From an optimization exercise on the open Yosys and OpenROAD flow, aimed at small area and a short achievable clock period; shortcuts taken in it are not production practice.
Where RTL was checked, it was by simulation tests only, not by an equivalence proof against the original.
Power and IR drop assume default switching activity.

==> job 2269: inputs <==
## neural_network
module neural_network (
    input wire clk,
    input wire reset,
    input wire changes,
    input wire [1:0] selector_output,
    input wire [7:0] data_in,
    output wire [7:0] network_outputs
);
clock: 9.0 ns
lec_check: 0
cap_margin: 20
core_margin: 2
core_utilization: 40
setup_slack_margin: 3.25
slew_margin: 20
synth_hierarchical: 1
standard.sh (not shown) runs the stock make flow with config.mk's settings and CLKGATE_MAP_FILE= SYNTH_SCRIPT=/design/flow/synth_recipe.tcl, a recipe that flattens the netlist after the stock synthesis.
==> flow/flow/run.sh <==
#!/bin/bash
# The standard layout with its standard synthesis unchanged; the only
# difference is MATCH_CELL_FOOTPRINT=0, which lets timing repair resize cells
# to footprints other than the one synthesis chose. ORFS writes each tool's
# log under orfs/logs; make's own output goes to standard.log.
set -euo pipefail
bash standard.sh MATCH_CELL_FOOTPRINT=0 finish > standard.log 2>&1
==> inputs of job 3489, as changes to job 2269 <==
--- a/flow/design.v
+++ b/flow/design.v
@@ -514,18 +514,38 @@
 wire x511;
 csa_x u512 (c6_397, x509, x511);
 wire x513;
 csa_x u514 (x511, c6_400, x513);
 wire x515;
 csa_x u516 (k6_403, x513, x515);
+wire th0_517, tk0_518;
+csa_ha u519 (s0_144, h0_147, th0_517, tk0_518);
+wire ts1_520, tc1_521;
+csa_fa u522 (s1_159, h1_162, thn[1], ts1_520, tc1_521);
+wire ts2_523, tc2_524;
+csa_fa u525 (s2_183, s2_186, thn[2], ts2_523, tc2_524);
+wire ts3_526, tc3_527;
+csa_fa u528 (s3_219, h3_222, thn[3], ts3_526, tc3_527);
+wire ts4_529, tc4_530;
+csa_fa u531 (s4_267, h4_270, thn[4], ts4_529, tc4_530);
+wire ts5_532, tc5_533;
+csa_fa u534 (s5_327, h5_330, thn[5], ts5_532, tc5_533);
+wire ts6_535, tc6_536;
+csa_fa u537 (s6_399, h6_402, thn[6], ts6_535, tc6_536);
+wire tx538;
+csa_x u539 (x515, thn[7], tx538);
+wire tx540;
+csa_x u541 (tx538, tc6_536, tx540);
 wire [6:0] ra = {s6_399, s5_327, s4_267, s3_219, s2_183, s1_159, s0_144};
 wire [6:0] rb = {h6_402, h5_330, h4_270, h3_222, s2_186, h1_162, h0_147};
 wire [7:0] lo = {1'b0, ra} + {1'b0, rb};
 assign s = {x515 ^ lo[7], lo[6:0]};
-wire [7:0] rr = s + thn + 8'd1;
-assign neg_r = rr[7];
+wire [6:0] ta = {tc5_533, tc4_530, tc3_527, tc2_524, tc1_521, tk0_518, thn[0]};
+wire [6:0] tb = {ts6_535, ts5_532, ts4_529, ts3_526, ts2_523, ts1_520, th0_517};
+wire [7:0] tl = {1'b0, ta} + {1'b0, tb} + 8'd1;
+assign neg_r = tx540 ^ tl[7];
 endmodule
 module csa_fa(input a, input b, input c, output s, output co);
 assign s = a ^ b ^ c;
 assign co = (a & b) | (a & c) | (b & c);
 endmodule
 module csa_ha(input a, input b, output s, output co);
==> flow/run.sh (new file) <==
#!/bin/bash
# synth_recipe.tcl (not shown) runs the flow's synth.tcl, then flattens the netlist and writes it again
# the make line also repeats each setting of config.mk as NAME=value (left out here)
make -C /OpenROAD-flow-scripts/flow DESIGN_CONFIG=/design/flow/config.mk WORK_HOME=/design/flow/orfs CLKGATE_MAP_FILE= SYNTH_SCRIPT=/design/flow/synth_recipe.tcl finish
- CORE_UTILIZATION: 40 -> 55
- SETUP_SLACK_MARGIN: 3.25 -> 4.5
removed: flow/flow/run.sh
removed: flow/standard.sh
==> inputs of job 2866, as changes to job 2269 <==
--- a/flow/design.v
+++ b/flow/design.v
@@ -60,12 +60,30 @@
         2'd1: network_outputs <= ~x1;
         2'd2: network_outputs <= ~x2;
         default: network_outputs <= ~x3;
     endcase
 end
 endmodule
+module input_copy (
+    input wire clk,
+    input wire n_in,
+    input wire n_hold,
+    input wire n_out,
+    input wire [7:0] data_in,
+    input wire [7:0] s0, s1, s2, s3,
+    input wire [3:0] neg_r,
+    output reg [7:0] x0, x1, x2, x3
+);
+wire [3:0] kill = neg_r | {4{n_out}};
+always @(posedge clk) begin
+    x0 <= (~data_in | {8{n_in}}) & (x0 | {8{n_hold}}) & (~s0 | {8{kill[0]}});
+    x1 <= (x0 | {8{n_in}}) & (x1 | {8{n_hold}}) & (~s1 | {8{kill[1]}});
+    x2 <= (x1 | {8{n_in}}) & (x2 | {8{n_hold}}) & (~s2 | {8{kill[2]}});
+    x3 <= (x2 | {8{n_in}}) & (x3 | {8{n_hold}}) & (~s3 | {8{kill[3]}});
+end
+endmodule
 module register_parameters (
     input wire clk,
     input wire take,
     input wire keep,
     input wire [7:0] data_in,
     output reg [191:0] p
@@ -514,18 +532,38 @@
 wire x511;
 csa_x u512 (c6_397, x509, x511);
 wire x513;
 csa_x u514 (x511, c6_400, x513);
 wire x515;
 csa_x u516 (k6_403, x513, x515);
+wire th0_517, tk0_518;
+csa_ha u519 (s0_144, h0_147, th0_517, tk0_518);
+wire ts1_520, tc1_521;
+csa_fa u522 (s1_159, h1_162, thn[1], ts1_520, tc1_521);
+wire ts2_523, tc2_524;
+csa_fa u525 (s2_183, s2_186, thn[2], ts2_523, tc2_524);
+wire ts3_526, tc3_527;
+csa_fa u528 (s3_219, h3_222, thn[3], ts3_526, tc3_527);
+wire ts4_529, tc4_530;
+csa_fa u531 (s4_267, h4_270, thn[4], ts4_529, tc4_530);
+wire ts5_532, tc5_533;
+csa_fa u534 (s5_327, h5_330, thn[5], ts5_532, tc5_533);
+wire ts6_535, tc6_536;
+csa_fa u537 (s6_399, h6_402, thn[6], ts6_535, tc6_536);
+wire tx538;
+csa_x u539 (x515, thn[7], tx538);
+wire tx540;
+csa_x u541 (tx538, tc6_536, tx540);
 wire [6:0] ra = {s6_399, s5_327, s4_267, s3_219, s2_183, s1_159, s0_144};
 wire [6:0] rb = {h6_402, h5_330, h4_270, h3_222, s2_186, h1_162, h0_147};
 wire [7:0] lo = {1'b0, ra} + {1'b0, rb};
 assign s = {x515 ^ lo[7], lo[6:0]};
-wire [7:0] rr = s + thn + 8'd1;
-assign neg_r = rr[7];
+wire [6:0] ta = {tc5_533, tc4_530, tc3_527, tc2_524, tc1_521, tk0_518, thn[0]};
+wire [6:0] tb = {ts6_535, ts5_532, ts4_529, ts3_526, ts2_523, ts1_520, th0_517};
+wire [7:0] tl = {1'b0, ta} + {1'b0, tb} + 8'd1;
+assign neg_r = tx540 ^ tl[7];
 endmodule
 module csa_fa(input a, input b, input c, output s, output co);
 assign s = a ^ b ^ c;
 assign co = (a & b) | (a & c) | (b & c);
 endmodule
 module csa_ha(input a, input b, output s, output co);
@@ -561,12 +599,19 @@
     .clk(clk), .n_in(n_in), .n_hold(n_hold), .n_out(n_out),
     .data_in(data_in), .selector_output(selector_output),
     .s0(s0), .s1(s1), .s2(s2), .s3(s3), .neg_r(neg_r),
     .x0(x0), .x1(x1), .x2(x2), .x3(x3),
     .network_outputs(network_outputs)
 );
+wire [7:0] y0, y1, y2, y3;
+input_copy input_copy_inst (
+    .clk(clk), .n_in(n_in), .n_hold(n_hold), .n_out(n_out),
+    .data_in(data_in),
+    .s0(s0), .s1(s1), .s2(s2), .s3(s3), .neg_r(neg_r),
+    .x0(y0), .x1(y1), .x2(y2), .x3(y3)
+);
 wire [7:0] w00 = p[7:0];
 wire [7:0] w01 = p[15:8];
 wire [7:0] w02 = p[23:16];
 wire [7:0] w03 = p[31:24];
 wire [7:0] b0 = p[39:32];
 wire [7:0] th0 = p[47:40];
@@ -587,9 +632,9 @@
 wire [7:0] w32 = p[167:160];
 wire [7:0] w33 = p[175:168];
 wire [7:0] b3 = p[183:176];
 wire [7:0] th3 = p[191:184];
 perceptron perceptron0 (.xn0(x0), .xn1(x1), .xn2(x2), .xn3(x3), .wn0(w00), .wn1(w01), .wn2(w02), .wn3(w03), .bn(b0), .thn(th0), .s(s0), .neg_r(neg_r[0]));
 perceptron perceptron1 (.xn0(x0), .xn1(x1), .xn2(x2), .xn3(x3), .wn0(w10), .wn1(w11), .wn2(w12), .wn3(w13), .bn(b1), .thn(th1), .s(s1), .neg_r(neg_r[1]));
-perceptron perceptron2 (.xn0(x0), .xn1(x1), .xn2(x2), .xn3(x3), .wn0(w20), .wn1(w21), .wn2(w22), .wn3(w23), .bn(b2), .thn(th2), .s(s2), .neg_r(neg_r[2]));
-perceptron perceptron3 (.xn0(x0), .xn1(x1), .xn2(x2), .xn3(x3), .wn0(w30), .wn1(w31), .wn2(w32), .wn3(w33), .bn(b3), .thn(th3), .s(s3), .neg_r(neg_r[3]));
+perceptron perceptron2 (.xn0(y0), .xn1(y1), .xn2(y2), .xn3(y3), .wn0(w20), .wn1(w21), .wn2(w22), .wn3(w23), .bn(b2), .thn(th2), .s(s2), .neg_r(neg_r[2]));
+perceptron perceptron3 (.xn0(y0), .xn1(y1), .xn2(y2), .xn3(y3), .wn0(w30), .wn1(w31), .wn2(w32), .wn3(w33), .bn(b3), .thn(th3), .s(s3), .neg_r(neg_r[3]));
 endmodule
==> flow/run.sh (new file) <==
#!/bin/bash
# synth_recipe.tcl (not shown) runs the flow's synth.tcl, then flattens the netlist and writes it again
# the make line also repeats each setting of config.mk as NAME=value (left out here)
make -C /OpenROAD-flow-scripts/flow DESIGN_CONFIG=/design/flow/config.mk WORK_HOME=/design/flow/orfs CLKGATE_MAP_FILE= SYNTH_SCRIPT=/design/flow/synth_recipe.tcl finish
- SETUP_SLACK_MARGIN: 3.25 -> 4.5
removed: flow/flow/run.sh
removed: flow/standard.sh
==> qor summary <==
Outcome: job 2269 finished clean; job 3489 finished clean; job 2866 finished clean
Clock net power: job 2269 1.10 mW; job 3489 1.16 mW; job 2866 1.34 mW
Amount of wire on met2 after detailed routing: job 2269 27100 microns; job 3489 33900 microns; job 2866 33700 microns
Clock latency at the later pin of the worst-skew pair: job 2269 0.59 ns; job 3489 0.59 ns; job 2866 0.60 ns
Multi-input gate share of the layout cell area: job 2269 67.0%; job 3489 65.1%; job 2866 63.4%
Die outline area: job 2269 0.0524 sq mm; job 3489 0.0396 sq mm; job 2866 0.0571 sq mm
Worst voltage drop across the vdd grid: job 2269 0.127 mV; job 3489 0.138 mV; job 2866 0.148 mV
Global routing met1 resource utilization: job 2269 30.5%; job 3489 48.5%; job 2866 34.6%
Slew HR: job 2269 28.6%; job 3489 32.0%; job 2866 25.5%
Placement Rows: job 2269 82; job 3489 71; job 2866 86
Gate power share: job 2269 7.0%; job 3489 10.8%; job 2866 8.6%
Areal power density over the cells: job 2269 106 mW/mm^2; job 3489 101 mW/mm^2; job 2866 107 mW/mm^2
Power consumed by sequential cells: job 2269 1.09 mW; job 3489 1.09 mW; job 2866 1.26 mW
Total of flip-flops plus latches after synthesis: job 2269 237; job 3489 237; job 2866 269
Post-synth top area share: job 2269 32.5%; job 3489 33.7%; job 2866 31.9%
Basic-gate share of the synthesized area counting and, or, nand and nor cells: job 2269 12.2%; job 3489 12.2%; job 2866 12.0%
Launch point of the worst reg-to-reg path: job 2269 shift_reg_inst.x2[6]; job 3489 shift_reg_inst.x1[2]; job 2866 shift_reg_inst.x1[3]
Net count of the mapped netlist: job 2269 2394; job 3489 2494; job 2866 2605
Internal power summed over all cells: job 2269 1.75 mW; job 3489 1.84 mW; job 2866 2.10 mW
Post-Syn Instances: job 2269 1977; job 3489 2049; job 2866 2160
No functional check of the RTL was part of job 2866.

-- what the ideal ports hide --
In the flow no input, the clock included, has a driving cell. The finished layouts below were timed again as built, in two steps.
Step 1 (the two cells are an assumption about what drives the block):
set clk [get_ports {clk}]
set_driving_cell -lib_cell sky130_fd_sc_hd__clkbuf_16 $clk
set_driving_cell -lib_cell sky130_fd_sc_hd__buf_2 [delete_from_list [all_inputs] $clk]
Step 2 also shifts input and output timing later by t, the mid clock arrival at the registers, as if the neighbouring blocks saw the same clock.
Three values: ideal, step 1, step 2; two values: the first two.
| run | t, ns | slack for setup (ns) | hold WS [ns] | worst setup path after step 2 | pins driven straight from the clock port |
|---|---|---|---|---|---|
| job 2269 | 0.622 | 3.443 / 3.443 / 3.443 | 0.451 / 0.451 / 0.451 | register to register | 1 |
| job 3489 | 0.632 | 3.735 / 3.735 / 3.735 | 0.460 / 0.460 / 0.460 | register to register | 1 |
| job 2866 | 0.647 | 3.674 / 3.674 / 3.674 | 0.449 / 0.449 / 0.449 | register to register | 1 |
After both steps every run listed still meets setup and hold.
